From an optimization exercise on the open Yosys and OpenROAD flow, aimed at small area; shortcuts taken in it are not production practice.
Where RTL was checked, it was by simulation tests only, not by an equivalence proof against the original.
No functional check of the RTL was part of runs 3 to 5.
No run shown here takes its clock network from TritonCTS; it comes from the design's own scripts or RTL.
The clock port is modelled as an ideal driver, which makes a skipped or thinned clock tree look cheaper than it is; a real chip needs a root buffer or a tree.
Power and IR drop assume default switching activity.

[flow/run.sh]
#!/bin/bash
# Standard layout, except that after clock tree synthesis the tree is replaced
# (flow/mytree.tcl, run as ORFS's POST_CTS_TCL hook) by three clock buffers fed
# from the clock port, each driving a cluster of nearby flip-flops.
set -euo pipefail
export CTS_ARGS="-sink_clustering_enable -repair_clock_nets -dont_use_dummy_load -buf_list sky130_fd_sc_hd__clkbuf_8"
export POST_CTS_TCL="$PWD/flow/mytree.tcl"
export MYTREE_NLEAF=3
export MYTREE_BUF=sky130_fd_sc_hd__clkbuf_16
export BUFFER_PORTS_ARGS="-buffer_cell sky130_fd_sc_hd__buf_1"
bash standard.sh finish > standard_flow.log 2>&1
[flow/mytree.tcl]
# Replace the clock tree CTS built with a flat one: NLEAF clock buffers, each
# driving a cluster of nearby flip-flops, all fed straight from the clock port.
set nleaf [expr {[info exists ::env(MYTREE_NLEAF)] ? $::env(MYTREE_NLEAF) : 4}]
set bufm [expr {[info exists ::env(MYTREE_BUF)] ? $::env(MYTREE_BUF) : "sky130_fd_sc_hd__clkbuf_8"}]
set block [ord::get_db_block]
set db [ord::get_db]
set port_net [$block findNet CLK100MHz]
# collect register clock pins by walking through buffers CTS inserted
set sinks {}
set cts_insts {}
set todo [list $port_net]
while {[llength $todo]} {
  set net [lindex $todo 0]; set todo [lrange $todo 1 end]
  foreach it [$net getITerms] {
    set inst [$it getInst]
    set mname [[$inst getMaster] getName]
    if {[$it isOutputSignal]} { continue }
    if {[string match "*clkbuf*" $mname] || [string match "*clkinv*" $mname]} {
      lappend cts_insts $inst
      set onet [[$inst findITerm X] getNet]
      if {$onet ne "NULL"} { lappend todo $onet }
    } else {
      lappend sinks $it
    }
  }
}
puts "MYTREE sinks [llength $sinks] removing [llength $cts_insts] buffers"
# disconnect and delete CTS buffers and their nets
foreach inst $cts_insts {
  set onet [[$inst findITerm X] getNet]
  foreach it [$inst getITerms] { if {[$it getNet] ne "NULL"} { $it disconnect } }
  odb::dbInst_destroy $inst
  if {$onet ne "NULL" && $onet ne $port_net} {
    foreach it [$onet getITerms] { $it disconnect }
    odb::dbNet_destroy $onet
  }
}
# k-means on sink locations
set pts {}
foreach it $sinks { set b [[$it getInst] getBBox]; lappend pts [list [expr {([$b xMin]+[$b xMax])/2.0}] [expr {([$b yMin]+[$b yMax])/2.0}]] }
set n [llength $pts]
set sorted [lsort -real -index 0 $pts]
set cents {}
for {set k 0} {$k < $nleaf} {incr k} { lappend cents [lindex $sorted [expr {int(($k+0.5)*$n/$nleaf)}]] }
set cap [expr {int(ceil(double($n)/$nleaf))}]
for {set iter 0} {$iter < 30} {incr iter} {
  # balanced assignment: greedy by distance with capacity
  set pairs {}
  for {set i 0} {$i < $n} {incr i} { for {set k 0} {$k < $nleaf} {incr k} {
    set p [lindex $pts $i]; set c [lindex $cents $k]
    lappend pairs [list [expr {abs([lindex $p 0]-[lindex $c 0])+abs([lindex $p 1]-[lindex $c 1])}] $i $k] } }
  set pairs [lsort -real -index 0 $pairs]
  set asg [lrepeat $n -1]; set cnt [lrepeat $nleaf 0]
  foreach pr $pairs { lassign $pr d i k
    if {[lindex $asg $i] >= 0 || [lindex $cnt $k] >= $cap} continue
    lset asg $i $k; lset cnt $k [expr {[lindex $cnt $k]+1}] }
  set newc {}
  for {set k 0} {$k < $nleaf} {incr k} { set sx 0; set sy 0; set m 0
    for {set i 0} {$i < $n} {incr i} { if {[lindex $asg $i]==$k} { set p [lindex $pts $i]; set sx [expr {$sx+[lindex $p 0]}]; set sy [expr {$sy+[lindex $p 1]}]; incr m } }
    lappend newc [list [expr {$sx/$m}] [expr {$sy/$m}]] }
  set cents $newc
}
set master [$db findMaster $bufm]
for {set k 0} {$k < $nleaf} {incr k} {
  set inst [odb::dbInst_create $block $master "clkleaf_$k"]
  set net [odb::dbNet_create $block "clknet_leaf_$k"]
  $net setSigType CLOCK
  [$inst findITerm A] connect $port_net
  [$inst findITerm X] connect $net
  foreach vdd {VPWR VPB} { catch {[$inst findITerm $vdd] connect [$block findNet VDD]} }
  foreach vss {VGND VNB} { catch {[$inst findITerm $vss] connect [$block findNet VSS]} }
  set c [lindex $cents $k]
  $inst setLocation [expr {int([lindex $c 0])}] [expr {int([lindex $c 1])}]
  $inst setPlacementStatus PLACED
}
for {set i 0} {$i < $n} {incr i} {
  set it [lindex $sinks $i]; set k [lindex $asg $i]
  $it disconnect
  $it connect [$block findNet "clknet_leaf_$k"]
}
puts "MYTREE built $nleaf x $bufm, cluster sizes $cnt"
detailed_placement
check_placement -verbose
[standard.sh]
#!/bin/bash
# synth_recipe.tcl (not shown) runs the flow's synth.tcl, then flattens the netlist and writes it again
# the make line also repeats each setting of config.mk as NAME=value (left out here)
make -C /OpenROAD-flow-scripts/flow DESIGN_CONFIG=/design/flow/config.mk WORK_HOME=/design/flow/orfs CLKGATE_MAP_FILE= SYNTH_SCRIPT=/design/flow/synth_recipe.tcl "${@:-finish}"
[config.mk]
export PLATFORM = sky130hd
export DESIGN_NAME = fmeter
export DESIGN_NICKNAME = fmeter
export VERILOG_FILES = /design/flow/design.v
export SDC_FILE = /design/flow/constraint.sdc
export NUM_CORES = 4
export LEC_CHECK = 0
export CAP_MARGIN = 20
export CORE_MARGIN = 2
export CORE_UTILIZATION = 85
export CTS_BUF_LIST = sky130_fd_sc_hd__clkbuf_8
export PLACE_DENSITY = 0.9
export SLEW_MARGIN = 20
[constraint.sdc]
create_clock -name core_clock -period 10.0 [get_ports {CLK100MHz}]
set_input_delay 2.0000 -clock core_clock [delete_from_list [all_inputs] [get_ports {CLK100MHz}]]
set_output_delay 2.0000 -clock core_clock [all_outputs]
set_load 0.01 [all_outputs]
[design.v]
`timescale 1ns / 1ps
module fmeter(
	CLK100MHz,
	RST,
	FREQIN,
	TXD,
	LED1,
	LED2
);
input	CLK100MHz;
input	RST;
input	FREQIN;
output	TXD;
output	LED1;
output	LED2;
reg		r_LED1;
reg		r_txd;
assign LED1 = r_LED1;
assign LED2 = r_txd;
assign TXD = r_txd;
function [4:0] bcd_add;
	input [3:0] h;
	input [1:0] a;
	reg t0, t1, t2, t3, k0, k1, k2, ge;
	begin
		t0 = h[0] ^ a[0];
		k0 = h[0] & a[0];
		t1 = h[1] ^ a[1] ^ k0;
		k1 = (h[1] & a[1]) | (h[1] & k0) | (a[1] & k0);
		t2 = h[2] ^ k1;
		k2 = h[2] & k1;
		t3 = h[3] ^ k2;
		ge = t3 & (t2 | t1);
		bcd_add = {ge, t3 & ~ge, t2 & ~ge, ge ? t2 : t1, t0};
	end
endfunction
function [2:0] ph_next;
	input [2:0] p;
	begin
		ph_next[0] = (~p[0] & ~p[2]);
		ph_next[1] = (~p[0] & p[1]) | (p[0] & ~p[1]);
		ph_next[2] = (p[0] & p[1]);
	end
endfunction
reg	[10:0]	u;
wire		tick = ((u & 11'b11111110101) == 11'b11110000001);
wire		uclr = RST | tick;
always @(posedge CLK100MHz) begin
	u[10:1] <= ~({10{uclr}} | u[9:0]);
	u[0] <= ~uclr & (u[1] ^ u[10]);
end
reg	[19:0]	g;
wire		gate = ((g & 20'b11111111110111111111) == 20'b10000010110010100110);
wire		gclr = RST | gate;
always @(posedge CLK100MHz) begin
	g[19:1] <= ~({19{gclr}} | g[18:0]);
	g[0] <= ~gclr & (g[16] ^ g[19]);
end
reg	[1:0]	r_fin;
wire		edg = r_fin[1] & ~r_fin[0];
always @(posedge CLK100MHz) begin
	r_fin[1] <= ~RST & FREQIN;
	r_fin[0] <= r_fin[1];
end
reg	[2:0]	ph;
reg	[3:0]	q0, q1, q2, q3, q4;	 
reg	[3:0]	s0, s1, s2, s3, s4;	 
reg	[1:0]	pe;			 
reg		cy;			 
reg		fl;			 
reg		sg;			 
reg	[2:0]	d5;			 
wire		d5clr;
wire		ph0 = (ph == 3'd0);
wire	[3:0]	head = (fl & ~sg) ? 4'd0 : q0;
wire	[1:0]	pe_e = {pe[1] | (pe[0] & edg), pe[0] ^ edg};
wire	[1:0]	addend = ph0 ? (gate ? pe : pe_e) : {1'b0, cy};
wire	[4:0]	csum = bcd_add(head, addend);
wire		cout = csum[4];
wire	[3:0]	sum = csum[3:0];
wire		d5inc = ph[2] & cout;
wire		d5z = RST | d5clr;
always @(posedge CLK100MHz) begin
	q0 <= q1;
	q1 <= q2;
	q2 <= q3;
	q3 <= q4;
	q4 <= (gate | (fl & ~ph0)) ? 4'd0 : sum;
	s0 <= s1;
	s1 <= s2;
	s2 <= s3;
	s3 <= s4;
	s4 <= (gate | (sg & ~ph0)) ? sum : s0;
	cy <= cout;
	if (RST) begin
		ph <= 3'd1;
		pe <= 2'd0;
		fl <= 1'b1;
		sg <= 1'b0;
	end else begin
		ph <= ph_next(ph);
		pe <= ph0 ? {1'b0, edg & gate} : pe_e;
		if (gate) begin
			fl <= 1'b1;
			sg <= 1'b1;
		end else if (ph0) begin
			fl <= 1'b0;
			sg <= 1'b0;
		end
	end
	d5[0] <= ~d5z & (d5[0] ^ d5inc);
	d5[1] <= ~d5z & (d5[1] ^ (d5inc & d5[0]));
	d5[2] <= ~d5z & (d5[2] | (d5inc & d5[0] & d5[1]));
end
reg	[3:0]	bc;
reg	[3:0]	cc;
reg		nb;		 
wire		idle = cc[3] & ~cc[1];
wire		stopb = bc[3] & bc[2];
assign		d5clr = tick & stopb & (cc == 4'd5);
always @(posedge CLK100MHz)
	if (cc[2:0] == ph)
		nb <= s0[bc[1:0]];
wire		j0 = bc[0];
wire		j1 = bc[1];
wire		d5b = j1 ? (~j0 & d5[2]) : (j0 ? d5[1] : d5[0]);	 
wire		crlf = cc[0] ? (j1 | ~j0) : j0;		 
wire		ringc = ~cc[2] | ~(cc[1] | cc[0]);	 
wire		dv = cc[3] ? crlf : ringc ? nb : (~cc[1] & cc[0] & d5b);
wire		dataw = ~bc[3] & bc[2];			 
wire		fixb = bc[3] & (bc[2] | (~bc[1] & ~cc[3]));
wire		bitv = idle | (dataw ? dv : fixb);
wire		adv = tick & stopb & ~idle;
wire		ct1 = adv & ~cc[0];
wire		ct2 = ct1 & ~cc[1];
wire		ct3 = ct2 & ~cc[2];
wire		bt1 = tick & (bc[0] | stopb);
wire		bt2 = tick & ((bc[0] & bc[1]) | stopb);
wire		bt3 = tick & ((bc[0] & bc[1] & bc[2]) | stopb);
always @(posedge CLK100MHz) begin
	cc[0] <= gclr | (cc[0] ^ adv);
	cc[1] <= ~RST & (gate | (cc[1] ^ ct1));
	cc[2] <= gclr | (cc[2] ^ ct2);
	cc[3] <= RST | (~gate & (cc[3] ^ ct3));
	bc[0] <= gate | (bc[0] ^ tick);
	bc[1] <= gate | (bc[1] ^ bt1);
	bc[2] <= ~gate & (bc[2] ^ bt2);
	bc[3] <= ~gate & (bc[3] ^ bt3);
	if (RST) begin
		r_txd <= 1'b1;
		r_LED1 <= 1'b0;
	end else begin
		if (tick)
			r_txd <= bitv;
		if (gate)
			r_LED1 <= ~r_LED1;
	end
end
endmodule
==> results.txt, run 1 <==
Floorplan
The number of top-level pins is 6. Once the floorplan was initialized, standard cells occupied approximately nine tenths of the core. The site row count is 21. The floorplan step defined a core boundary enclosing 0.003337 mm^2. The area of the die is 0.003987 mm^2. The floorplan die width is around 63 um.

The floorplan step set the die height to around 63 um.

Routing
Using the TritonRoute via totals, the vias-per-cell ratio works out to roughly 6.7. Detailed routing inserted a total of around 2.1k vias. The first detailed-routing pass ran for 6 iterations. The routed wire length per instance is 26.17 um.

The remaining number of nets flagged by the antenna check after routing is 0. The residual DRC count is 0. The total wire length after detailed routing is between 8 and 9 mm. The violation count after the first detailed-routing iteration is ~260.

Clock network
Clock-pin slew was measured on the worst setup and hold paths at approximately 0.12 ns. The clock insertion delay at the later pin of the skew report is approximately 0.17 ns. The clock sink count is 95.

Logic synthesis
For this run, the leading register cell type out of synthesis is sky130_fd_sc_hd__dfxtp_1. The number of warnings printed during yosys synthesis is 1. The share of synthesized flip-flops with an asynchronous set or reset is 0%. The post-synthesis instance area is ~0.0030 mm^2.

Summed over its instances, the top area cell type makes up 63.30% of the synthesized netlist area. Synthesis produced 263 cells. Ranked by total cell area, the synthesized netlist is headed by sky130_fd_sc_hd__dfxtp_1, sky130_fd_sc_hd__nor2_1, sky130_fd_sc_hd__ha_1. The number of nets in the synthesized netlist is around 280. The post-synthesis cell type count is 42. The share of the Yosys chip area taken by registers is 64.31%. The number of enable-type register cells in the synthesized netlist is 1. Counting flops and latches in the post-synthesis netlist gives 95.

The synthesized design spends more area on one cell type than any other, namely sky130_fd_sc_hd__dfxtp_1. Averaged over all synthesized cells, the footprint is about 11 um^2.

GRT
The overall global routing resource usage is 43.14%. The via count of the first global-routing pass is around 2.2k. The pin count of the biggest net entering global routing is 33. The number of antenna violations at the first check in global routing is 0.

The remaining global-route overflow is 0. The first global-routing pass estimated 12.29 mm of wire.

STA
The clock arrives with 0.01230 ns of skew. Hold is met by between 0.3 and 0.4 ns. The number of pins with negative max-slew slack in the final report is 0. The final-report hold violation count is 0.

Derived from the worst setup path, the maximum achievable clock frequency is about 260 MHz. Setup repair after global routing left no endpoint under its margin. The smallest clock period supported by the final layout is computed as 3.840 ns. The relative slew slack is 59.45%. After routing, the total negative slack on setup checks comes to 0 ns.

At the pin with the least slew margin, the transition time is about 0.6 ns. The final count of negative-setup-slack endpoints is 0. The final worst-path cycle share is about two fifths.

Setup path
In this run the critical register-to-register path is captured at d5[1]. Tracing the worst setup path back leads to its startpoint at g[19]. In this run the worst setup path terminates at d5[1]. In this run the register-to-register setup slack is 6.16 ns. The critical path in this run is classified as flip-flop to flip-flop. At the worst endpoint, the required time is ~10 ns. The cell that appears most often on the critical path is sky130_fd_sc_hd__ha_1.

Walking the worst path, the cells encountered are nand4b_1, nor2_1, nand4_2, nand3_1, o211ai_1, ha_1, fa_1, ha_1, xor2_1, nor2_1, and2_1, ha_1, ha_1, and2_1. The logic depth of the worst register-to-register path is 14. The worst register-to-register path begins at g[19]. STA classifies the critical path startpoint as a flip-flop. On the critical path, the stage with the largest delay is an instance of sky130_fd_sc_hd__nand4_2. The sort of element at the end of the critical path is a flip-flop. The data arrival time of the critical path is 3.92 ns. For this run, the slowest stage of the critical path takes about 0.47 ns. The largest fanout on the critical path is 19.

Pwr
In this run the static leakage power is between 1 and 1.5 nW. VDD sags by at most slightly below 200 uV. The total power divided by cell area is approximately 190 mW/mm^2.

Placed design
The congestion estimate from routability-driven global placement came to 0.9092. The half-perimeter wire length after detailed placement is between 4 and 5 mm. The count of input and output buffers is 5.

Final layout
The antenna diode count is 0. The share of post-route cells with drive strength above 1 is 6.084%. In the final layout, the registers with the most flip-flops are g x20, u x11. The final net count is ~280.

Once layout is complete, the utilization of the core stands at 92.65%. From synthesis to final layout, the design area changed by 3.998%. The top register by number of flip-flops is g.

The number of flip-flops in the largest register is 20.

Run status
The flow ran to the end and the layout has no timing, DRC or antenna violations.

Run
The number of max-cap violations is 0.

Hold path
In this run the worst hold path is classified as flip-flop to flip-flop.
-- cells by family (layout without fill, tap and decap cells) --
| logic type | after synthesis | after routing | synth area share [%] |
|---|---|---|---|
| simple gates | 104 | 104 | 18.56 |
| flops | 95 | 95 | 64.31 |
| compound gates | 20 | 20 | 4.125 |
| buf+inv | 16 | 16 | 2.231 |
| fa+ha+maj | 11 | 11 | 4.882 |
| xor+xnor | 10 | 10 | 2.946 |
| mux | 7 | 7 | 2.946 |
-- cell usage after synthesis, types with 2 or more instances --
cell and instances:
sky130_fd_sc_hd__dfxtp_1 94, sky130_fd_sc_hd__nor2_1 42, sky130_fd_sc_hd__nand2_1 16, sky130_fd_sc_hd__ha_1 10
sky130_fd_sc_hd__and2_1 8, sky130_fd_sc_hd__nor2b_1 8, sky130_fd_sc_hd__inv_1 7, sky130_fd_sc_hd__a21oi_1 6
sky130_fd_sc_hd__clkbuf_1 6, sky130_fd_sc_hd__nor3_1 6, sky130_fd_sc_hd__o21ai_0 6, sky130_fd_sc_hd__xor2_1 6
sky130_fd_sc_hd__mux2_2 4, sky130_fd_sc_hd__nand2b_1 4, sky130_fd_sc_hd__xnor2_1 4, sky130_fd_sc_hd__and3_1 3
sky130_fd_sc_hd__nand3_1 3, sky130_fd_sc_hd__and4bb_2 2, sky130_fd_sc_hd__buf_2 2, sky130_fd_sc_hd__mux2i_1 2
sky130_fd_sc_hd__o21a_1 2, sky130_fd_sc_hd__or2_2 2
-- worst min path at each step --
stage	from	end	slack (ns)	cells after the start
after floorplan	q1[0]	q0[0]	0.31	0
after global placement	q4[2]	q3[2]	0.31	0
after detailed placement	s3[2]	s2[2]	0.31	0
after global routing	s2[2]	s1[2]	0.34	0
final	q1[0]	q0[0]	0.34	0
-- through the flow --
step / total power [W] / area, um^2 / instances / setup WS (ns)
after detailed placement: 0.0004344 / 3017 / 306 / 6.473
after global routing: 0.0005871 / 3092 / 309 / 6.006
after global placement: 0.0004297 / 3017 / 306 / 6.734
final: 0.0005785 / 3092 / 309 / 6.160
after floorplan: 0.0004248 / 2973 / 263 / 7.000
-- worst max-delay path, delay by kind of cell, from the launching register on --
family / cells / cell delay (ns)
adders and majority gates: 5 / 1.29
AOI/OAI and AO/OA: 1 / 0.14
and+or+nand+nor: 7 / 1.55
xor gates and xnor gates: 1 / 0.35
DFF: 1 / 0.40
-- power breakdown --
group          leakage [nW]  internal, W   total, W  switching, W
combinational         0.520   0.00000988  0.0000266     0.0000167
clock                0.0370    0.0000559   0.000147     0.0000908
sequential            0.780     0.000393   0.000405     0.0000122
-- routing by layer --
layer	track usage (%)	share of wire (%)
met4	31.11	8.6
met2	71.01	48
met3	11.07	8.2
met1	48.54	36
met5	0	0
-- cell usage in the layout (no fill, tap or decap), types with 2 or more instances in the layout --
cell	n
sky130_fd_sc_hd__a21oi_1	6
sky130_fd_sc_hd__and2_1	8
sky130_fd_sc_hd__and3_1	3
sky130_fd_sc_hd__and4bb_2	2
sky130_fd_sc_hd__buf_1	5
sky130_fd_sc_hd__clkbuf_16	3
sky130_fd_sc_hd__dfxtp_1	94
sky130_fd_sc_hd__ha_1	10
sky130_fd_sc_hd__inv_1	7
sky130_fd_sc_hd__mux2_2	4
sky130_fd_sc_hd__mux2i_1	2
sky130_fd_sc_hd__nand2_1	16
sky130_fd_sc_hd__nand2b_1	4
sky130_fd_sc_hd__nand3_1	3
sky130_fd_sc_hd__nor2_1	42
sky130_fd_sc_hd__nor2b_1	8
sky130_fd_sc_hd__nor3_1	6
sky130_fd_sc_hd__o21a_1	2
sky130_fd_sc_hd__o21ai_0	6
sky130_fd_sc_hd__or2_2	2
sky130_fd_sc_hd__xnor2_1	4
sky130_fd_sc_hd__xor2_1	6
-- layout make-up --
cell class                 instances  area (um^2)
sequential                        95         1912
multi-input combinational        152        994.7
fill                             103        245.2
buffer                             3        75.07
tap                               46        57.56
timing repair buffer               6        26.28
inverter                           7        26.28
==> run 2: changes to the inputs <==
--- a/flow/run.sh
+++ b/flow/run.sh
@@ -1,7 +1,8 @@
 #!/bin/bash
 # Standard layout, except that after clock tree synthesis the tree is replaced
 # (flow/mytree.tcl, run as ORFS's POST_CTS_TCL hook) by three clock buffers fed
-# from the clock port, each driving a cluster of nearby flip-flops.
+# from the clock port, each driving a cluster of nearby flip-flops; the hook
+# then sizes down cells that have timing slack to spare.
 set -euo pipefail
 export CTS_ARGS="-sink_clustering_enable -repair_clock_nets -dont_use_dummy_load -buf_list sky130_fd_sc_hd__clkbuf_8"
 export POST_CTS_TCL="$PWD/flow/mytree.tcl"
--- a/flow/mytree.tcl
+++ b/flow/mytree.tcl
@@ -81,3 +81,9 @@
 puts "MYTREE built $nleaf x $bufm, cluster sizes $cnt"
 detailed_placement
 check_placement -verbose
+
+# Size down cells off the critical paths (the design has several ns of slack).
+estimate_parasitics -placement
+repair_timing -recover_power 100
+detailed_placement
+check_placement -verbose
==> results.txt, run 2 <==
Setup path
The worst setup path endpoint is d5[1]. The startpoint identified for the worst register-to-register timing path is g[0]. The logic depth of the worst register-to-register path is 13 (-1). STA classifies the critical path startpoint as a flip-flop. The data arrival time of the critical path is 4.39 ns (+0.47 ns). The largest fanout on the critical path is 19 (unchanged). The critical register-to-register path endpoint is d5[1]. The type of the worst setup path is flip-flop to flip-flop. The source of the critical timing path is g[0].

The required time of the critical path is 10.07 ns (about the same). The sort of element at the end of the critical path is a flip-flop. The register-to-register setup slack is 5.68 ns (-0.48 ns).

Final layout
The share of post-route cells with drive strength above 1 is 4.167% (-1.9 points). Leaving out fill and tap cells, the most frequent cell in the layout is sky130_fd_sc_hd__dfxtp_1. The antenna diode count is 0 (unchanged). The finished layout cell area is 0.003072 mm^2 (-0.65%). The final net count came to 280 (+0.36%). The layout overhead on the synthesized area is 3.325%. The top register by number of flip-flops is g. The number of filler instances in the final layout is 111 (+7.8%). The number of flip-flops in the largest register is 20 (unchanged). The largest registers in the layout are g x20, u x11. The top cell types in the final layout, fill and taps aside, are sky130_fd_sc_hd__dfxtp_1, sky130_fd_sc_hd__nor2_1, sky130_fd_sc_hd__nand2_1.

Floorplan
The site row count is 21 (unchanged). The core outline area is 0.003337 mm^2 (unchanged). The number of top-level pins is 6 (unchanged). The die extent in y is 63.14 um (unchanged).

The effective utilization at floorplan was 89.09% (unchanged). The floorplan die width is 63.14 um (unchanged). The area of the die is 0.003987 mm^2 (unchanged).

Logic synthesis
The number of warnings printed during yosys synthesis is 1 (unchanged). The number of nets in the synthesized netlist is 277 (unchanged). The simple logic cell fraction of the synthesized area is 18.56% (unchanged). The area share of fa/ha/maj cells after synthesis is 4.882% (unchanged).

After synthesis, the largest family of logic cells by area is simple AND/OR/NAND/NOR gates. The commonest cells after synthesis are sky130_fd_sc_hd__dfxtp_1, sky130_fd_sc_hd__nor2_1, sky130_fd_sc_hd__nand2_1. The instance count of the mapped netlist is 263 (unchanged). The number of synthesized register bits is 95 (unchanged). In the post-synthesis netlist, the biggest area contributors are sky130_fd_sc_hd__dfxtp_1, sky130_fd_sc_hd__nor2_1, sky130_fd_sc_hd__ha_1. In the synthesized netlist the dominant register cell turns out to be sky130_fd_sc_hd__dfxtp_1. The area fraction in compound gates after synthesis was 4.125% (unchanged).

By instance count, the leading cell after synthesis is sky130_fd_sc_hd__dfxtp_1. The post-synthesis cell type count is 42 (unchanged). The number of enable-type register cells in the synthesized netlist is 1 (unchanged).

The synthesized design spends more area on one cell type than any other, namely sky130_fd_sc_hd__dfxtp_1. The synthesized-area fraction occupied by xor and xnor cells is 2.946% (unchanged). The mean instance size in the synthesized netlist is 11.30 um^2 (unchanged). The post-synthesis instance area is 0.002973 mm^2 (unchanged). The proportion of synthesized area in mux cells was 2.946% (unchanged). The part of the Yosys area used for sequential elements is 64.31% (unchanged). The share of synthesized flip-flops with an asynchronous set or reset is 0% (unchanged). The fraction of post-synthesis cell area in the top cell type by area is 63.30% (unchanged).

STA
The transition time at the pin with the least slew margin is 1.106 ns (+0.5019 ns). Setup repair after global routing left no endpoint under its margin. The worst-case clock skew is 0.01214 ns (-0.0001621 ns).

The final-report hold violation count is 0 (unchanged). The relative slew slack is 26.29% (-33 points). The final worst-path cycle share is 43.23% (+4.8 points). The upper clock frequency limit is 231.3 MHz (-11%). The worst hold margin is 0.3351 ns (-0.004927 ns). The number of pins with negative max-slew slack in the final report is 0 (unchanged). The sum of negative setup slack is 0 ns (unchanged). The final count of negative-setup-slack endpoints is 0 (unchanged). The minimum period implied by the final worst setup slack was 4.323 ns (+0.4830 ns).

Placed design
The half-perimeter wire length after detailed placement is 4.209 mm (unchanged). The final RePlAce weighted congestion was 0.9092 (unchanged). The count of input and output buffers was 5 (unchanged). The total placed instance area came to 0.003017 mm^2 (unchanged).

Routing
The length of the first detailed-routing pass in iterations came to 6 (unchanged). The total via count in the routed design came to 2061 (-0.48%). The residual DRC count is 0 (unchanged). The mean number of vias per cell came to 6.648 (-0.80%). The routed wire length per instance came to 26.04 um (-0.52%). The violation count after the first detailed-routing iteration is 262 (-0.76%). The routed length on met2 came to 3.860 mm (+0.10%).

The total length of routed met3 wires is 672 um (+1.7%). The wire length the detailed router placed on met1 is 2.863 mm (-0.31%). The total wire length after detailed routing came to 8.072 mm (-0.20%). The remaining number of nets flagged by the antenna check after routing is 0 (unchanged).

The highest routed metal layer is met4.

Hold path
The path category of the worst min-delay check is flip-flop to flip-flop.

Run
The number of max-cap violations is 0 (unchanged).

Clock network
The register clock-pin slew on the reported worst setup and hold paths is 0.11 ns (about the same). The clock insertion delay at the later pin of the skew report was 0.17 ns (about the same). The clock sink count was 95 (unchanged).

GRT
The remaining global-route overflow came to 0 (unchanged). The overall global routing resource usage is 43.10% (about the same). The pin count of the biggest net entering global routing is 33 (unchanged).

The first-pass GRT wire length is 12.36 mm (+0.62%). The via count of the first global-routing pass was 2126 (-1.3%). The number of antenna violations at the first check in global routing came to 0 (unchanged).

Pwr
The maximum vdd ir drop is 193.9 uV (-0.15%). The share of power burned in combinational logic was 4.5% (about the same). The switching share of power came to 20.64% (-0.059 points). The design internal power was 0.0004584 W (about the same). The clock group share of total power is 25.4% (about the same).

The total power divided by cell area is 188.0 mW/mm^2 (+0.50%). The net switching power of the design is 0.0001192 W (-0.44%). The register share of total power was 70.1% (about the same). The static leakage was 1.324 nW (-0.98%).

Run status
The run finished with no timing, DRC or antenna violations.
[run 2: cell counts after synthesis]
No cell type changed its count.
[run 2: critical path, cell delays in order, from the launching register on]
cell and delay [ns]:
sky130_fd_sc_hd__dfxtp_1 0.35, sky130_fd_sc_hd__nor4b_1 0.38, sky130_fd_sc_hd__nand4_1 0.80, sky130_fd_sc_hd__nand3_1 0.39, sky130_fd_sc_hd__o211ai_1 0.16, sky130_fd_sc_hd__ha_1 0.25
sky130_fd_sc_hd__fa_1 0.40, sky130_fd_sc_hd__ha_1 0.23, sky130_fd_sc_hd__xor2_1 0.35, sky130_fd_sc_hd__nor2_1 0.11, sky130_fd_sc_hd__and2_0 0.18, sky130_fd_sc_hd__ha_1 0.19
sky130_fd_sc_hd__ha_1 0.27, sky130_fd_sc_hd__and2_0 0.15
[run 2: layout make-up]
type                            instances  area, um^2  area share [%]
Multi-Input combinational cell        152       973.4           31.69
Tap cell                               46       57.56           1.874
Buffer                                  3       75.07           2.444
Timing Repair Buffer                    7       27.53          0.8961
Inverter                                7       26.28          0.8554
Sequential cell                        95        1912           62.24
[run 2: how the worst min path moves through the flow]
stage                     startpoint     to  slack (ns)  cells past startpoint
after floorplan                q1[0]  q0[0]        0.31                      0
final                          s2[2]  s1[2]        0.34                      0
after detailed placement       s3[2]  s2[2]        0.31                      0
after global placement         q4[2]  q3[2]        0.31                      0
after global routing           s2[2]  s1[2]        0.34                      0
[run 2: per-stage QoR]
step | total power (W) | util [%] | instances | setup slack [ns]
after floorplan | 0.0004248 | - | 263 | 7.000
after global routing | 0.0005860 | 92.05 | 310 | 5.582
after global placement | 0.0004297 | 90.40 | 306 | 6.734
after detailed placement | 0.0004344 | 90.40 | 306 | 6.473
final | 0.0005776 | 92.05 | 310 | 5.677
[run 2: power by group through the flow]
stage,clock (W),sequential [W],combinational [W]
2_1_floorplan,0,0.000407,0.0000177
3_3_place_gp,0,0.000409,0.0000205
3_5_place_dp,0,0.000411,0.0000230
5_1_grt,0.000154,0.000405,0.0000272
6_report,0.000147,0.000405,0.0000261
[run 2: cells by family (layout without fill, tap and decap cells)]
| family | count (synthesis) | in the layout |
|---|---|---|
| AND/OR/NAND/NOR | 104 | 104 |
| flip-flops | 95 | 95 |
| AO/OA/AOI/OAI | 20 | 20 |
| buffers and inverters | 16 | 17 |
| adder cells (fa/ha/maj) | 11 | 11 |
| XOR/XNOR | 10 | 10 |
| multiplexers | 7 | 7 |
[run 2: routing by layer]
metal | global-route usage (%) | vias up
met4 | 31.39 | 0
met5 | 0 | -
met2 | 71.14 | 167
met1 | 49.51 | 965
met3 | 9.107 | 66
li1 | - | 863
==> run 3: changes to the inputs <==
--- a/design.v
+++ b/design.v
@@ -72,20 +72,19 @@
 reg	[2:0]	d5;			 
 wire		d5clr;
 wire		ph0 = (ph == 3'd0);
-wire	[3:0]	head = (fl & ~sg) ? 4'd0 : q0;
 wire	[1:0]	pe_e = {pe[1] | (pe[0] & edg), pe[0] ^ edg};
 wire	[1:0]	addend = ph0 ? (gate ? pe : pe_e) : {1'b0, cy};
-wire	[4:0]	csum = bcd_add(head, addend);
+wire	[4:0]	csum = bcd_add(q0, addend);
 wire		cout = csum[4];
 wire	[3:0]	sum = csum[3:0];
-wire		d5inc = ph[2] & cout;
+wire		d5inc = ph[2] & cout & (sg | ~fl);
 wire		d5z = RST | d5clr;
 always @(posedge CLK100MHz) begin
 	q0 <= q1;
 	q1 <= q2;
 	q2 <= q3;
 	q3 <= q4;
-	q4 <= (gate | (fl & ~ph0)) ? 4'd0 : sum;
+	q4 <= (RST | gate | (fl & ~ph0)) ? 4'd0 : sum;
 	s0 <= s1;
 	s1 <= s2;
 	s2 <= s3;
==> results.txt, run 3 <==
Run status
The run finished with no timing, DRC or antenna violations.

GRT
The pin count of the biggest net entering global routing is 33 (unchanged). The number of antenna violations at the first check in global routing is 0 (unchanged). The first-pass GRT wire length is 11.21 mm (-9.3%). The overall global routing resource usage is 37.60% (-5.5 points). The via count of the first global-routing pass was 2096 (-1.4%). The remaining global-route overflow came to 0 (unchanged).

STA
The transition time at the pin with the least slew margin is 1.090 ns (-0.01588 ns). The upper clock frequency limit was 232.1 MHz (+0.36%). The number of pins with negative max-slew slack in the final report was 0 (unchanged).

The minimum period implied by the final worst setup slack was 4.308 ns (-0.01531 ns). The worst-case clock skew is 0.008217 ns (-0.003918 ns). The relative slew slack is 27.34% (+1.1 points).

The final worst-path cycle share was 43.08% (-0.15 points). The final-report hold violation count is 0 (unchanged). Setup repair after global routing left no endpoint under its margin. The final count of negative-setup-slack endpoints was 0 (unchanged). The sum of negative setup slack is 0 ns (unchanged).

Logic synthesis
The number of enable-type register cells in the synthesized netlist is 1 (unchanged). The number of warnings printed during yosys synthesis was 1 (unchanged). The part of the Yosys area used for sequential elements came to 62.88% (-1.4 points). The post-synthesis cell type count came to 47 (+12%).

The cell with the most instances after synthesis is sky130_fd_sc_hd__dfxtp_1. The post-synthesis instance area came to 0.003040 mm^2 (+2.3%). Among all flip-flop cells after synthesis, the most frequent one is sky130_fd_sc_hd__dfxtp_1. After synthesis, the most frequently instantiated cells are sky130_fd_sc_hd__dfxtp_1, sky130_fd_sc_hd__nor2_1, sky130_fd_sc_hd__ha_1. The instance count of the mapped netlist was 268 (+1.9%).

The share of synthesized flip-flops with an asynchronous set or reset is 0% (unchanged). The mean instance size in the synthesized netlist is 11.34 um^2 (+0.36%). The fraction of post-synthesis cell area in the top cell type by area was 61.89% (-1.4 points). The number of nets in the synthesized netlist is 282 (+1.8%).

The number of synthesized register bits is 95 (unchanged). The most area-hungry cell type in the Yosys netlist is sky130_fd_sc_hd__dfxtp_1. Yosys attributes the largest share of cell area to sky130_fd_sc_hd__dfxtp_1, sky130_fd_sc_hd__nor2_1, sky130_fd_sc_hd__ha_1.

Setup path
The required time of the critical path came to 10.02 ns (-0.05 ns). STA classifies the critical path startpoint as an input pin. The type of the worst setup path is input pin to flip-flop.

By instance count, the cell type seen most on the critical path is sky130_fd_sc_hd__clkbuf_1. The data arrival time of the critical path is 4.33 ns (-0.06 ns). The worst-path cell with the longest stage delay is sky130_fd_sc_hd__clkbuf_1. Walking the worst path, the cells encountered are buf_1, clkbuf_1, inv_1, o21ai_0, clkbuf_1, nor3b_1. The largest fanout on the critical path was 22 (+3).

The worst setup path is captured at a flip-flop. The delay of the slowest cell on the worst path is 0.80 ns (about the same).

Final layout
The share of post-route cells with drive strength above 1 is 5.639% (+1.5 points). The library cell used most frequently in the layout, excluding fill and tap cells, is sky130_fd_sc_hd__dfxtp_1. In the layout the commonest cells are sky130_fd_sc_hd__dfxtp_1, sky130_fd_sc_hd__nor2_1, sky130_fd_sc_hd__ha_1. The area growth from synthesis to layout is 2.922%. In the final layout, the registers with the most flip-flops are g x20, u x11. The final net count is 282 (+0.71%).

The number of filler instances in the final layout was 110 (-0.90%). The number of flip-flops in the largest register was 20 (unchanged). Ranked by flip-flop count, first place goes to g.

The antenna diode count is 0 (unchanged). The non-filler instance count after layout is 312 (+0.65%).

Floorplan
The number of top-level pins is 6 (unchanged). The floorplan die width is 63.81 um (+1.1%). The site row count was 21 (unchanged). The core outline area is 0.003390 mm^2 (+1.6%).

The die extent in y is 63.81 um (+1.1%). The area of the die is 0.004071 mm^2 (+2.1%). The effective utilization at floorplan came to 89.70% (+0.61 points).

Pwr
The static leakage is 1.257 nW (-5.1%). The net switching power of the design is 0.0001173 W (-1.6%). The maximum vdd ir drop is 173.5 uV (-11%). The total power divided by cell area was 184.5 mW/mm^2 (-1.9%).

The register share of total power is 69.8% (-0.3 points). The design internal power came to 0.0004599 W (+0.33%). The share of power burned in combinational logic came to 5.1% (+0.6 points).

The switching share of power came to 20.32% (-0.32 points). The clock group share of total power is 25.1% (-0.3 points).

Clock network
The register clock-pin slew on the reported worst setup and hold paths is 0.11 ns (about the same). The clock insertion delay at the later pin of the skew report was 0.17 ns (about the same). The clock sink count is 95 (unchanged).

Routing
The length of the first detailed-routing pass in iterations is 5 (-1). The mean number of vias per cell is 6.663 (+0.23%). The remaining number of nets flagged by the antenna check after routing was 0 (unchanged). The total wire length after detailed routing is 7.180 mm (-11%). The total via count in the routed design was 2079 (+0.87%). The violation count after the first detailed-routing iteration was 266 (+1.5%). The residual DRC count is 0 (unchanged).

The routed wire length per instance is 23.01 um (-12%).

Hold path
The path class of the tightest hold or removal check is flip-flop to flip-flop.

Placed design
The half-perimeter wire length after detailed placement came to 4.373 mm (+3.9%). The number of cells in the design after placement is 309 (+0.98%). The final RePlAce weighted congestion is 0.7897 (-13%). The count of input and output buffers is 5 (unchanged).

Run
The number of max-cap violations is 0 (unchanged).
==> run 3: changes by cell type in the layout (fill, tap and decap cells not counted), sizes merged, moves of 3 or more <==
cell,previous run,this run
and2,8,4
nand2,16,7
nand3,3,6
nor2,42,39
nor3b,0,4
nor4bb,0,4
xor2,6,3
==> run 3: final timing paths <==
kind	start	endpoint	slack [ns]	cells after the start
worst min register to register	s4[0]	s3[0]	0.34	0
worst max-delay path	RST	q4[3]	5.69	6
worst max register to register	g[2]	d5[1]	6.32	13
worst min-delay path	s4[0]	s3[0]	0.34	0
==> run 3: cell type report <==
type                       instances  area, um^2  share of cell area (%)
sequential                        95        1912                   61.10
multi-input combinational        152        1025                   32.75
buffer                             3       75.07                   2.399
tap                               46       57.56                   1.839
inverter                           9       33.78                   1.080
timing repair buffer               7       26.28                  0.8397
==> run 3: per-stage QoR <==
stage                     setup slack (ns)  area, um^2  util [%]  hold WS [ns]   power, W
after floorplan                      6.820        3040         -        0.3096  0.0004279
after global placement               6.774        3073     90.66        0.3098  0.0004338
after detailed placement             6.542        3073     90.66        0.3121  0.0004374
after global routing                 5.616        3129     92.32        0.3428  0.0005899
final                                5.692        3129     92.32        0.3376  0.0005772
==> run 3: routing by layer <==
metal / up-vias / wire length, um / GRT usage, %
met1: 997 / 2616 / 43.34
met2: 135 / 3612 / 66.28
met4: 0 / 466 / 19.29
li1: 899 / - / -
met3: 48 / 484 / 7.042
met5: - / 0 / 0
==> run 3: cell families (layout without fill, tap and decap cells) <==
family | count (synthesis) | after routing | synth area share, %
compound gates | 27 | 27 | 5.679
xor+xnor | 9 | 9 | 2.593
fa+ha+maj | 11 | 11 | 4.774
buf+inv | 21 | 19 | 3.045
flops | 95 | 95 | 62.88
mux | 9 | 9 | 3.621
simple gates | 96 | 96 | 17.41
==> run 3: power by group through the flow <==
stage | clock [W] | sequential, W | combinational [W]
after detailed placement | 0 | 0.000411 | 0.0000268
final | 0.000145 | 0.000403 | 0.0000294
after floorplan | 0 | 0.000407 | 0.0000210
after global placement | 0 | 0.000409 | 0.0000243
after global routing | 0.000155 | 0.000404 | 0.0000309
==> run 3: critical path, delay by kind of cell <==
kind,cells,cell delay (ns)
simple gates,1,0.17
compound gates,1,0.25
buf+inv,4,1.90
==> run 4: changes to the inputs <==
--- a/design.v
+++ b/design.v
@@ -116,7 +116,7 @@
 reg		nb;		 
 wire		idle = cc[3] & ~cc[1];
 wire		stopb = bc[3] & bc[2];
-assign		d5clr = tick & stopb & (cc == 4'd5);
+assign		d5clr = ~cc[3] & ~cc[2];
 always @(posedge CLK100MHz)
 	if (cc[2:0] == ph)
 		nb <= s0[bc[1:0]];
==> results.txt, run 4 <==
Logic synthesis
The area share of fa/ha/maj cells after synthesis came to 4.880% (+0.11 points). The number of enable-type register cells in the synthesized netlist is 1 (unchanged). Among all cell types in the netlist, the one instantiated most often is sky130_fd_sc_hd__dfxtp_1.

The post-synthesis cell type count is 41 (-13%). The part of the Yosys area used for sequential elements is 64.28% (+1.4 points). The simple logic cell fraction of the synthesized area is 17.33% (-0.075 points).

The prevailing post-synth register cell is sky130_fd_sc_hd__dfxtp_1. The commonest cells after synthesis are sky130_fd_sc_hd__dfxtp_1, sky130_fd_sc_hd__nor2_1, sky130_fd_sc_hd__ha_1, sky130_fd_sc_hd__inv_1, sky130_fd_sc_hd__o21ai_0. The number of nets in the synthesized netlist came to 279 (-1.1%). The post-synthesis instance area is 0.002974 mm^2 (-2.2%). By area the synthesized netlist is led by sky130_fd_sc_hd__dfxtp_1, sky130_fd_sc_hd__nor2_1, sky130_fd_sc_hd__ha_1. The proportion of synthesized area in mux cells is 2.987% (-0.63 points). The number of warnings printed during yosys synthesis is 1 (unchanged). The biggest area contributor in the post-synthesis netlist is sky130_fd_sc_hd__dfxtp_1. The area fraction in compound gates after synthesis came to 5.343% (-0.34 points).

By area, the combinational part of the netlist is dominated by simple AND/OR/NAND/NOR gates. The number of synthesized register bits is 95 (unchanged). The fraction of post-synthesis cell area in the top cell type by area was 63.27% (+1.4 points). The mean instance size in the synthesized netlist is 11.22 um^2 (-1.1%).

The share of synthesized flip-flops with an asynchronous set or reset was 0% (unchanged). The synthesized-area fraction occupied by xor and xnor cells is 2.650% (+0.058 points). The instance count of the mapped netlist is 265 (-1.1%).

Routing
The residual DRC count came to 0 (unchanged). The total via count in the routed design is 2096 (+0.82%). The mean number of vias per cell was 6.740 (+1.1%). The total wire length after detailed routing is 7.475 mm (+4.1%). The violation count after the first detailed-routing iteration is 230 (-14%). The remaining number of nets flagged by the antenna check after routing was 0 (unchanged). The routed wire length per instance is 24.04 um (+4.4%). The length of the first detailed-routing pass in iterations is 5 (unchanged).

Setup path
STA classifies the critical path startpoint as an input pin. The sort of element at the end of the critical path is a flip-flop. The data arrival time of the critical path is 3.79 ns (-0.54 ns).

The required time of the critical path is 10.01 ns (about the same). The worst setup path is of the input pin to flip-flop kind. The largest fanout on the critical path is 21 (-4.5%).

Final layout
The antenna diode count was 0 (unchanged). The core occupancy in the finished layout was 92.61% (+0.29 points). The share of post-route cells with drive strength above 1 is 4.906% (-0.73 points). The number of filler instances in the final layout is 108 (-1.8%).

Counting flops per register, the top entry is g. The final net count came to 281 (-0.35%). The largest registers in the layout are g x20, u x11. The number of flip-flops in the largest register is 20 (unchanged). The library cell used most frequently in the layout, excluding fill and tap cells, is sky130_fd_sc_hd__dfxtp_1. In the layout the commonest cells are sky130_fd_sc_hd__dfxtp_1, sky130_fd_sc_hd__nor2_1, sky130_fd_sc_hd__inv_1, sky130_fd_sc_hd__ha_1. The area growth from synthesis to layout is 3.912%.

STA
The final-report hold violation count is 0 (unchanged). The final count of negative-setup-slack endpoints is 0 (unchanged). The least setup slack across all paths after layout is 6.219 ns (+0.5269 ns). The upper clock frequency limit is 264.5 MHz (+14%). The minimum period implied by the final worst setup slack is 3.781 ns (-0.5269 ns).

The relative slew slack is 30.92% (+3.6 points). Setup repair after global routing left no endpoint under its margin. The final worst-path cycle share came to 37.81% (-5.3 points). The worst-case clock skew was 0.007450 ns (-0.0007669 ns). The sum of negative setup slack is 0 ns (unchanged).

The number of pins with negative max-slew slack in the final report is 0 (unchanged). The transition time at the pin with the least slew margin came to 1.036 ns (-0.05361 ns).

Floorplan
The floorplan die width was 63.15 um (-1.0%). The effective utilization at floorplan is 89.13% (-0.57 points). The core outline area is 0.003337 mm^2 (-1.6%). The area of the die is 0.003988 mm^2 (-2.0%). The die extent in y is 63.15 um (-1.0%). The number of top-level pins is 6 (unchanged). The site row count is 21 (unchanged).

GRT
The via count of the first global-routing pass is 2184 (+4.2%). The first-pass GRT wire length is 11.61 mm (+3.5%). The overall global routing resource usage is 39.95% (+2.4 points).

The remaining global-route overflow is 0 (unchanged). The pin count of the biggest net entering global routing came to 33 (unchanged). The number of antenna violations at the first check in global routing is 0 (unchanged).

Run status
The flow ran to the end and the layout has no timing, DRC or antenna violations.

Placed design
The count of input and output buffers came to 5 (unchanged). The worst slack after detailed placement is 6.428 ns (-0.1136 ns). The half-perimeter wire length after detailed placement is 4.518 mm (+3.3%). The final RePlAce weighted congestion is 0.7597 (-3.8%).

Clock network
The clock insertion delay at the later pin of the skew report is 0.17 ns (about the same). The clock sink count was 95 (unchanged). The register clock-pin slew on the reported worst setup and hold paths is 0.11 ns (about the same).

Hold path
The path category of the worst min-delay check is flip-flop to flip-flop.

Pwr
The maximum vdd ir drop is 131.5 uV (-24%). The static leakage is 1.232 nW (-2.0%). The total power divided by cell area is 187.0 mW/mm^2 (+1.4%).

Run
The number of max-cap violations came to 0 (unchanged).
run 4: logic make-up (layout without fill, tap and decap cells):
family | after synthesis | in the layout
xor+xnor | 9 | 9
fa+ha+maj | 11 | 11
simple gates | 97 | 97
buf+inv | 19 | 19
flops | 95 | 95
compound gates | 27 | 27
mux | 7 | 7
run 4: final timing paths:
check / from / cells after the start / endpoint / slack [ns]
setup / recovery: RST / 5 / g[14] / 6.22
hold / removal: q4[1] / 0 / q3[1] / 0.33
setup reg to reg: g[16] / 12 / d5[1] / 6.26
hold reg to reg: q4[1] / 0 / q3[1] / 0.33
run 4: layout make-up:
type                    count  area (um^2)  area share [%]
plain buffers               3        75.07           2.429
inverters                  10        37.54           1.215
multi-input cells         151        985.9           31.90
flip-flops and latches     95         1912           61.86
well taps                  46        57.56           1.862
repair buffers              6        22.52          0.7287
run 4: critical path, stage by stage:
cell and delay, ns:
sky130_fd_sc_hd__buf_1 0.08, sky130_fd_sc_hd__clkbuf_1 0.77, sky130_fd_sc_hd__inv_1 0.35, sky130_fd_sc_hd__o21ai_2 0.41
sky130_fd_sc_hd__nor2_1 0.18
run 4: power by group:
part	total, W	internal (W)	switching (W)
clock	0.000146	0.0000559	0.0000903
combinational	0.0000270	0.0000104	0.0000166
sequential	0.000405	0.000393	0.0000122
total	0.000578	0.000459	0.000119
run 4: metrics by stage:
step	hold slack (ns)	power, W	cells	area, um^2
final	0.3330	0.0005781	311	3090
after global routing	0.3402	0.0005883	311	3090
after detailed placement	0.3128	0.0004359	308	3024
after global placement	0.3095	0.0004314	308	3020
after floorplan	0.3096	0.0004258	265	2974
run 4: metal layers:
layer  vias up  part of all wire [%]  global-route usage [%]
li1        894                     -                       -
met1       997                    36                   45.42
met2       155                    50                   69.55
met3        50                   7.1                   6.607
met4         0                   6.6                   25.56
met5         -                     0                       0
==> run 5: changes to the inputs <==
--- a/design.v
+++ b/design.v
@@ -84,12 +84,12 @@
 	q1 <= q2;
 	q2 <= q3;
 	q3 <= q4;
-	q4 <= (RST | gate | (fl & ~ph0)) ? 4'd0 : sum;
+	q4 <= (RST | gate | fl) ? 4'd0 : sum;
 	s0 <= s1;
 	s1 <= s2;
 	s2 <= s3;
 	s3 <= s4;
-	s4 <= (gate | (sg & ~ph0)) ? sum : s0;
+	s4 <= (gate | sg) ? sum : s0;
 	cy <= cout;
 	if (RST) begin
 		ph <= 3'd1;
@@ -102,7 +102,7 @@
 		if (gate) begin
 			fl <= 1'b1;
 			sg <= 1'b1;
-		end else if (ph0) begin
+		end else if (ph[2]) begin	 
 			fl <= 1'b0;
 			sg <= 1'b0;
 		end
==> results.txt, run 5 <==
Routing
The remaining number of nets flagged by the antenna check after routing came to 0 (unchanged). The total wire length after detailed routing was 7.545 mm (+0.94%). The violation count after the first detailed-routing iteration is 359 (+56%). The mean number of vias per cell came to 6.799 (+0.89%). The length of the first detailed-routing pass in iterations was 6 (+1). The residual DRC count is 0 (unchanged). The total via count in the routed design is 2101 (+0.24%). The routed wire length per instance is 24.42 um (+1.6%).

Setup path
The startpoint kind of the worst setup timing path is an input pin. The worst flop-to-flop path startpoint is g[19]. The register-to-register setup slack is 5.91 ns (-0.35 ns). The worst setup path is captured at a flip-flop. The logic depth of the worst register-to-register path is 12 (unchanged).

The largest fanout on the critical path is 22 (+4.8%). The worst setup path is of the input pin to flip-flop kind. The required time of the critical path came to 10.01 ns (about the same). The data arrival time of the critical path was 4.42 ns (+0.63 ns).

In this run the critical register-to-register path is captured at d5[1].

GRT
The number of antenna violations at the first check in global routing is 0 (unchanged). The pin count of the biggest net entering global routing is 33 (unchanged). The first-pass GRT wire length is 11.74 mm (+1.2%). The overall global routing resource usage is 40.88% (+0.93 points).

The remaining global-route overflow is 0 (unchanged). The via count of the first global-routing pass is 2122 (-2.8%).

Clock network
The register clock-pin slew on the reported worst setup and hold paths is 0.11 ns (about the same). The clock insertion delay at the later pin of the skew report is 0.17 ns (about the same). The clock sink count came to 95 (unchanged).

STA
The upper clock frequency limit is 226.9 MHz (-14%). The minimum period implied by the final worst setup slack was 4.408 ns (+0.6269 ns). The final-report hold violation count is 0 (unchanged). The sum of negative setup slack came to 0 ns (unchanged). The final count of negative-setup-slack endpoints is 0 (unchanged). The transition time at the pin with the least slew margin was 1.147 ns (+0.1108 ns). The least setup slack across all paths after layout is 5.592 ns (-0.6269 ns).

The relative slew slack is 23.53% (-7.4 points). Setup repair after global routing left no endpoint under its margin. The final worst-path cycle share was 44.08% (+6.3 points).

The worst-case clock skew came to 0.008125 ns (+0.0006757 ns). The number of pins with negative max-slew slack in the final report came to 0 (unchanged).

Logic synthesis
The instance count of the mapped netlist is 260 (-1.9%). The number of nets in the synthesized netlist is 274 (-1.8%). The mean instance size in the synthesized netlist is 11.40 um^2 (+1.5%). The fraction of post-synthesis cell area in the top cell type by area is 63.51% (+0.24 points). Among all cell types in the netlist, the one instantiated most often is sky130_fd_sc_hd__dfxtp_1. The number of enable-type register cells in the synthesized netlist is 1 (unchanged). The part of the Yosys area used for sequential elements is 64.53% (+0.24 points).

The post-synthesis instance area was 0.002963 mm^2 (-0.38%). The most area-hungry cell type in the Yosys netlist is sky130_fd_sc_hd__dfxtp_1. By area the synthesized netlist is led by sky130_fd_sc_hd__dfxtp_1, sky130_fd_sc_hd__nor2_1, sky130_fd_sc_hd__ha_1. After synthesis, the most frequently instantiated cells are sky130_fd_sc_hd__dfxtp_1, sky130_fd_sc_hd__nor2_1, sky130_fd_sc_hd__inv_1. The prevailing post-synth register cell is sky130_fd_sc_hd__dfxtp_1. The share of synthesized flip-flops with an asynchronous set or reset came to 0% (unchanged). The number of warnings printed during yosys synthesis is 1 (unchanged). The post-synthesis cell type count is 46 (+12%). The number of synthesized register bits was 95 (unchanged).

Floorplan
The effective utilization at floorplan came to 88.79% (-0.34 points). The number of top-level pins is 6 (unchanged). The area of the die is 0.003974 mm^2 (-0.35%).

The die extent in y came to 63.04 um (-0.17%). The core outline area was 0.003337 mm^2 (unchanged). The site row count was 21 (unchanged). The floorplan die width is 63.04 um (-0.17%).

Hold path
The path category of the worst min-delay check is flip-flop to flip-flop. The depth of the worst hold-timing path is 0 (unchanged). The path with the worst hold slack has its endpoint at s1[2]. The startpoint identified for the worst hold timing path is s2[2].

Pwr
The maximum vdd ir drop is 244.3 uV (+86%). The static leakage came to 1.234 nW (+0.20%). The total power divided by cell area was 185.3 mW/mm^2 (-0.94%). The power after layout came to 0.0005715 W (-1.1%).

Final layout
The share of post-route cells with drive strength above 1 came to 3.802% (-1.1 points). The final net count is 279 (-0.71%). Compared with the post-synthesis result, the final layout area differs by 4.096%. The largest registers in the layout are g x20, u x11. The finished layout cell area is 0.003084 mm^2 (-0.20%). The antenna diode count was 0 (unchanged). The commonest non-fill, non-tap cell in the layout is sky130_fd_sc_hd__dfxtp_1. The number of filler instances in the final layout came to 102 (-5.6%). In the layout the commonest cells are sky130_fd_sc_hd__dfxtp_1, sky130_fd_sc_hd__nor2_1, sky130_fd_sc_hd__inv_1. The top register by number of flip-flops is g. The number of flip-flops in the largest register came to 20 (unchanged). The non-filler instance count after layout is 309 (-0.64%).

Placed design
The half-perimeter wire length after detailed placement is 3.887 mm (-14%). The number of cells in the design after placement is 306 (-0.65%). The count of input and output buffers is 5 (unchanged). The total placed instance area is 0.003024 mm^2 (unchanged). The final RePlAce weighted congestion came to 0.8471 (+12%). The worst slack after detailed placement is 6.460 ns (+0.03165 ns).

Run
The number of max-cap violations was 0 (unchanged).

Run status
The flow ran to the end and the layout has no timing, DRC or antenna violations.
run 5: changes by cell type after synthesis, sizes merged, moves of 2 or more:
cell and change:
o21ai -4, a21boi +2, a21o +2, clkbuf -2
nand2 -2, nor4b -2, or2 -2, or3 -2
run 5: layout make-up:
| class | instances | area, um^2 | share of cell area, % |
|---|---|---|---|
| repair buffers | 7 | 26.28 | 0.8519 |
| plain buffers | 3 | 75.07 | 2.434 |
| inverters | 11 | 41.29 | 1.339 |
| well taps | 46 | 57.56 | 1.866 |
| multi-input cells | 147 | 972.2 | 31.52 |
| flip-flops and latches | 95 | 1912 | 61.99 |
run 5: kinds of logic after synthesis:
kind of cell	after synthesis	synth area share, %
and+or+nand+nor	89	15.63
AOI/OAI and AO/OA	31	6.884
adders and majority gates	11	4.899
DFF	95	64.53
buffers and inverters	18	2.407
xor gates and xnor gates	9	2.660
muxes	7	2.998
run 5: routing by layer:
layer	track usage, %	wire length [um]	vias up
met3	7.748	564	45
met5	0	0	-
li1	-	-	887
met2	71.68	3845	152
met4	26.39	525	0
met1	45.04	2610	1017
run 5: how the worst max path moves through the flow:
stage | startpoint | to | slack (ns) | depth (start not counted)
5_1_grt | RST | q4[0] | 5.52 | 6
3_5_place_dp | g[4] | d5[1] | 6.46 | 12
2_1_floorplan | g[4] | d5[1] | 6.93 | 12
3_3_place_gp | g[10] | d5[1] | 6.74 | 12
6_report | RST | g[1] | 5.59 | 6
run 5: power by group:
part	internal [W]	leakage [nW]	switching (W)
logic	0.00000937	0.418	0.0000162
registers	0.000392	0.778	0.0000110
clock network	0.0000558	0.0370	0.0000875
total	0.000457	1.23	0.000115
run 5: through the flow:
stage               utilization [%]  hold slack (ns)
finish                        92.43           0.3347
global route                  92.43           0.3420
floorplan                         -           0.3096
detailed placement            90.63           0.3121
global placement              90.63           0.3102
run 5: worst max-delay path, stage by stage:
cell,delay (ns)
sky130_fd_sc_hd__buf_1,0.07
sky130_fd_sc_hd__clkbuf_1,0.84
sky130_fd_sc_hd__inv_1,0.36
sky130_fd_sc_hd__o21ai_0,0.24
sky130_fd_sc_hd__clkbuf_1,0.72
sky130_fd_sc_hd__nor2_1,0.17
==> run 6: changes to the inputs <==
--- a/design.v
+++ b/design.v
@@ -68,8 +68,9 @@
 reg	[1:0]	pe;			 
 reg		cy;			 
 reg		fl;			 
-reg		sg;			 
 reg	[2:0]	d5;			 
+reg	[3:0]	cc;			 
+wire		idle = cc[3] & ~cc[1];
 wire		d5clr;
 wire		ph0 = (ph == 3'd0);
 wire	[1:0]	pe_e = {pe[1] | (pe[0] & edg), pe[0] ^ edg};
@@ -77,7 +78,7 @@
 wire	[4:0]	csum = bcd_add(q0, addend);
 wire		cout = csum[4];
 wire	[3:0]	sum = csum[3:0];
-wire		d5inc = ph[2] & cout & (sg | ~fl);
+wire		d5inc = ph[2] & cout & ~(fl & idle);
 wire		d5z = RST | d5clr;
 always @(posedge CLK100MHz) begin
 	q0 <= q1;
@@ -89,32 +90,26 @@
 	s1 <= s2;
 	s2 <= s3;
 	s3 <= s4;
-	s4 <= (gate | sg) ? sum : s0;
+	s4 <= (gate | (fl & ~idle)) ? sum : s0;
 	cy <= cout;
 	if (RST) begin
 		ph <= 3'd1;
 		pe <= 2'd0;
 		fl <= 1'b1;
-		sg <= 1'b0;
 	end else begin
 		ph <= ph_next(ph);
 		pe <= ph0 ? {1'b0, edg & gate} : pe_e;
-		if (gate) begin
+		if (gate)
 			fl <= 1'b1;
-			sg <= 1'b1;
-		end else if (ph[2]) begin	 
+		else if (ph[2])		 
 			fl <= 1'b0;
-			sg <= 1'b0;
-		end
 	end
 	d5[0] <= ~d5z & (d5[0] ^ d5inc);
 	d5[1] <= ~d5z & (d5[1] ^ (d5inc & d5[0]));
 	d5[2] <= ~d5z & (d5[2] | (d5inc & d5[0] & d5[1]));
 end
 reg	[3:0]	bc;
-reg	[3:0]	cc;
 reg		nb;		 
-wire		idle = cc[3] & ~cc[1];
 wire		stopb = bc[3] & bc[2];
 assign		d5clr = ~cc[3] & ~cc[2];
 always @(posedge CLK100MHz)
==> results.txt, run 6 <==
Run status
The run finished with no timing, DRC or antenna violations.

Setup path
The worst flop-to-flop path startpoint is g[15]. The slowest stage of the critical path is the sky130_fd_sc_hd__nor4b_1 cell. The data arrival time of the critical path is 4.30 ns (-0.12 ns). In this run the critical register-to-register path is captured at d5[1]. The kind of cell with the highest combined delay on the critical path is simple AND/OR/NAND/NOR gates. The critical path in this run is classified as flip-flop to flip-flop.

The register-to-register setup slack came to 5.77 ns (-0.14 ns). The delay of the slowest cell on the worst path is 0.64 ns (-0.20 ns). The cell repeated most along the worst path is sky130_fd_sc_hd__ha_1.

STA classifies the critical path endpoint as a flip-flop. The largest fanout on the critical path is 4 (-82%). Walking the worst path, the cells encountered are nor4b_1, nand4b_1, nor2_1, o21ai_0, fa_1, ha_1, xnor2_1, nor2_1, and3_1, ha_1, ha_1, and2_0.

The startpoint kind of the worst setup timing path is a flip-flop. The required time of the critical path is 10.07 ns (+0.06 ns). The worst path buffer plus inverter count is 0 (-4). The logic depth of the worst register-to-register path is 12 (unchanged).

Run
The number of max-cap violations is 0 (unchanged).

Placed design
The count of input and output buffers was 5 (unchanged). The worst slack after detailed placement is 6.512 ns (+0.05192 ns). The half-perimeter wire length after detailed placement came to 4.593 mm (+18%). The final RePlAce weighted congestion is 0.8205 (-3.1%).

Logic synthesis
The share of synthesized flip-flops with an asynchronous set or reset is 0% (unchanged). The number of enable-type register cells in the synthesized netlist is 1 (unchanged). The cell with the most instances after synthesis is sky130_fd_sc_hd__dfxtp_1. The most area-hungry cell type in the Yosys netlist is sky130_fd_sc_hd__dfxtp_1. The mean instance size in the synthesized netlist is 11.23 um^2 (-1.5%). The synthesized-area fraction occupied by xor and xnor cells is 2.680% (+0.019 points). The number of nets in the synthesized netlist is 276 (+0.73%).

The number of warnings printed during yosys synthesis is 1 (unchanged). The number of synthesized register bits came to 94 (-1.1%). The combinational family with the most area after synthesis is simple AND/OR/NAND/NOR gates. The proportion of synthesized area in mux cells came to 3.360% (+0.36 points). The part of the Yosys area used for sequential elements is 64.31% (-0.21 points). The post-synthesis cell type count came to 44 (-4.3%). The area fraction in compound gates after synthesis is 5.317% (-1.6 points).

Ranked by instance count, the synthesized netlist is headed by sky130_fd_sc_hd__dfxtp_1, sky130_fd_sc_hd__nor2_1, sky130_fd_sc_hd__inv_1. The post-synthesis instance area came to 0.002942 mm^2 (-0.72%). The simple logic cell fraction of the synthesized area is 16.80% (+1.2 points). The prevailing post-synth register cell is sky130_fd_sc_hd__dfxtp_1.

The area share of fa/ha/maj cells after synthesis is 4.934% (+0.035 points). The fraction of post-synthesis cell area in the top cell type by area was 63.29% (-0.22 points). The instance count of the mapped netlist is 262 (+0.77%). By area the synthesized netlist is led by sky130_fd_sc_hd__dfxtp_1, sky130_fd_sc_hd__nor2_1, sky130_fd_sc_hd__ha_1.

Floorplan
The core outline area is 0.003337 mm^2 (unchanged). The site row count is 21 (unchanged). The effective utilization at floorplan is 88.15% (-0.64 points).

The floorplan die width is 62.83 um (-0.34%). The area of the die is 0.003947 mm^2 (-0.68%). The die extent in y is 62.83 um (-0.34%). The number of top-level pins is 6 (unchanged).

STA
The final-report hold violation count came to 0 (unchanged). Setup repair after global routing left no endpoint under its margin. The final worst-path cycle share is 42.34% (-1.7 points).

The least setup slack across all paths after layout is 5.767 ns (+0.1742 ns). The final count of negative-setup-slack endpoints is 0 (unchanged). The upper clock frequency limit was 236.2 MHz (+4.1%). The relative slew slack came to 24.93% (+1.4 points). The transition time at the pin with the least slew margin came to 1.126 ns (-0.02106 ns).

The worst-case clock skew was 0.01279 ns (+0.004669 ns). The worst hold margin is 0.3371 ns (+0.002419 ns). The sum of negative setup slack came to 0 ns (unchanged). The minimum period implied by the final worst setup slack is 4.234 ns (-0.1742 ns).

The number of pins with negative max-slew slack in the final report is 0 (unchanged).

Final layout
Leaving out fill and tap cells, the most frequent cells in the layout are sky130_fd_sc_hd__dfxtp_1, sky130_fd_sc_hd__nor2_1, sky130_fd_sc_hd__inv_1. The top register by number of flip-flops is g. In the final layout, the registers with the most flip-flops are g x20, u x11. The number of filler instances in the final layout is 109 (+6.9%). The core occupancy in the finished layout came to 91.75% (-0.67 points). The final net count is 279 (unchanged). The number of flip-flops in the largest register was 20 (unchanged). The share of post-route cells with drive strength above 1 is 4.943% (+1.1 points).

The antenna diode count is 0 (unchanged). The layout overhead on the synthesized area is 4.083% (about the same). The library cell used most frequently in the layout, excluding fill and tap cells, is sky130_fd_sc_hd__dfxtp_1.

Routing
The length of the first detailed-routing pass in iterations came to 5 (-1). The total via count in the routed design is 2179 (+3.7%). The routed wire length per instance is 27.10 um (+11%). The remaining number of nets flagged by the antenna check after routing is 0 (unchanged).

The residual DRC count is 0 (unchanged). The mean number of vias per cell came to 7.052 (+3.7%). The total wire length after detailed routing is 8.375 mm (+11%). The violation count after the first detailed-routing iteration is 249 (-31%).

Clock network
The clock sink count is 94 (-1.1%). The clock insertion delay at the later pin of the skew report is 0.17 ns (about the same). The register clock-pin slew on the reported worst setup and hold paths is 0.11 ns (about the same).

Hold path
In this run the worst hold path is classified as flip-flop to flip-flop. The depth of the worst hold-timing path is 0 (unchanged). The worst hold path endpoint is q1[2]. The critical hold path startpoint is q2[2].

Pwr
The total power divided by cell area is 187.0 mW/mm^2 (+0.91%). The maximum vdd ir drop is 205.1 uV (-16%). The static leakage is 1.246 nW (+0.94%).

GRT
The pin count of the biggest net entering global routing is 33 (unchanged). The met1 usage is 48.84% (+3.8 points). The met2 routing resource usage after global routing is 78.36% (+6.7 points). The via count of the first global-routing pass is 2287 (+7.8%). The first-pass GRT wire length is 12.99 mm (+11%). The overall global routing resource usage is 45.69% (+4.8 points). The remaining global-route overflow is 0 (unchanged). The met3 demand-to-capacity share in global routing is 10.81% (+3.1 points). The number of antenna violations at the first check in global routing is 0 (unchanged). The busiest layer in global routing is met2.
-- run 6: area by class of cell --
type | count | area (um^2) | area share [%]
well taps | 46 | 57.56 | 1.880
flip-flops and latches | 94 | 1892 | 61.79
inverters | 11 | 41.29 | 1.349
plain buffers | 3 | 75.07 | 2.452
multi-input cells | 149 | 973.4 | 31.79
repair buffers | 6 | 22.52 | 0.7356
-- run 6: cells by family (layout without fill, tap and decap cells) --
group           count (synthesis)  in the layout
buf+inv                        19             20
fa+ha+maj                      11             11
compound gates                 25             25
simple gates                   96             96
flops                          94             94
xor+xnor                        9              9
mux                             8              8
-- run 6: worst max-delay path by stage --
stage | to | from | cells after the start
2_1_floorplan | d5[1] | g[16] | 13
3_3_place_gp | q4[3] | RST | 5
3_5_place_dp | d5[1] | g[7] | 12
5_1_grt | d5[1] | g[15] | 12
6_report | d5[1] | g[15] | 12
-- run 6: power by group --
group	switching, W	internal, W	total (W)
logic	0.0000172	0.00000997	0.0000272
registers	0.0000127	0.000388	0.000400
clock network	0.0000890	0.0000558	0.000145
-- run 6: through the flow --
stage,std cells,total power [W],area [um^2]
floorplan,262,0.0004194,2942
finish,309,0.0005724,3062
detailed placement,306,0.0004291,2990
global route,309,0.0005832,3062
global placement,306,0.0004247,2990
-- run 6: routing by layer --
metal	share of wire, %	vias to the layer above
met4	8.5	0
met3	8.3	74
met1	34	1005
met2	50	223
met5	0	-
li1	-	877

## separate check: timing with driven ports
No port has a modelled driver above. Below, the same layouts with a new extraction and two added sets of constraints. Step 1, drivers: a clkbuf_16 drives CLK100MHz and a buf_2 each remaining input, both assumed. Step 2, shift: input delay + t, output delay - t, t = (earliest + latest rising clock arrival at the registers) / 2. This alone moves slack from input paths to output paths. Three values: no drivers, after step 1, after step 2; two values: the first two.
run	t (ns)	setup slack, ns	hold WS [ns]	clock arrival spread, ns
run 1	0.227	6.160 / 6.160 / 6.160	0.340 / 0.340 / 0.340	0.014 / 0.014
run 2	0.225	5.677 / 5.677 / 5.677	0.335 / 0.335 / 0.335	0.013 / 0.013
run 3	0.224	5.692 / 5.726 / 5.502	0.338 / 0.338 / 0.338	0.008 / 0.008
run 4	0.229	6.219 / 6.243 / 6.014	0.333 / 0.333 / 0.333	0.008 / 0.008
run 5	0.222	5.592 / 5.627 / 5.406	0.335 / 0.335 / 0.335	0.009 / 0.009
run 6	0.227	5.767 / 5.766 / 5.766	0.337 / 0.337 / 0.337	0.013 / 0.013
After both steps setup and hold are still met in every run listed. The setup slack of run 4, which loses most, moves by +0.024 ns with the drivers and by -0.205 ns with both steps.
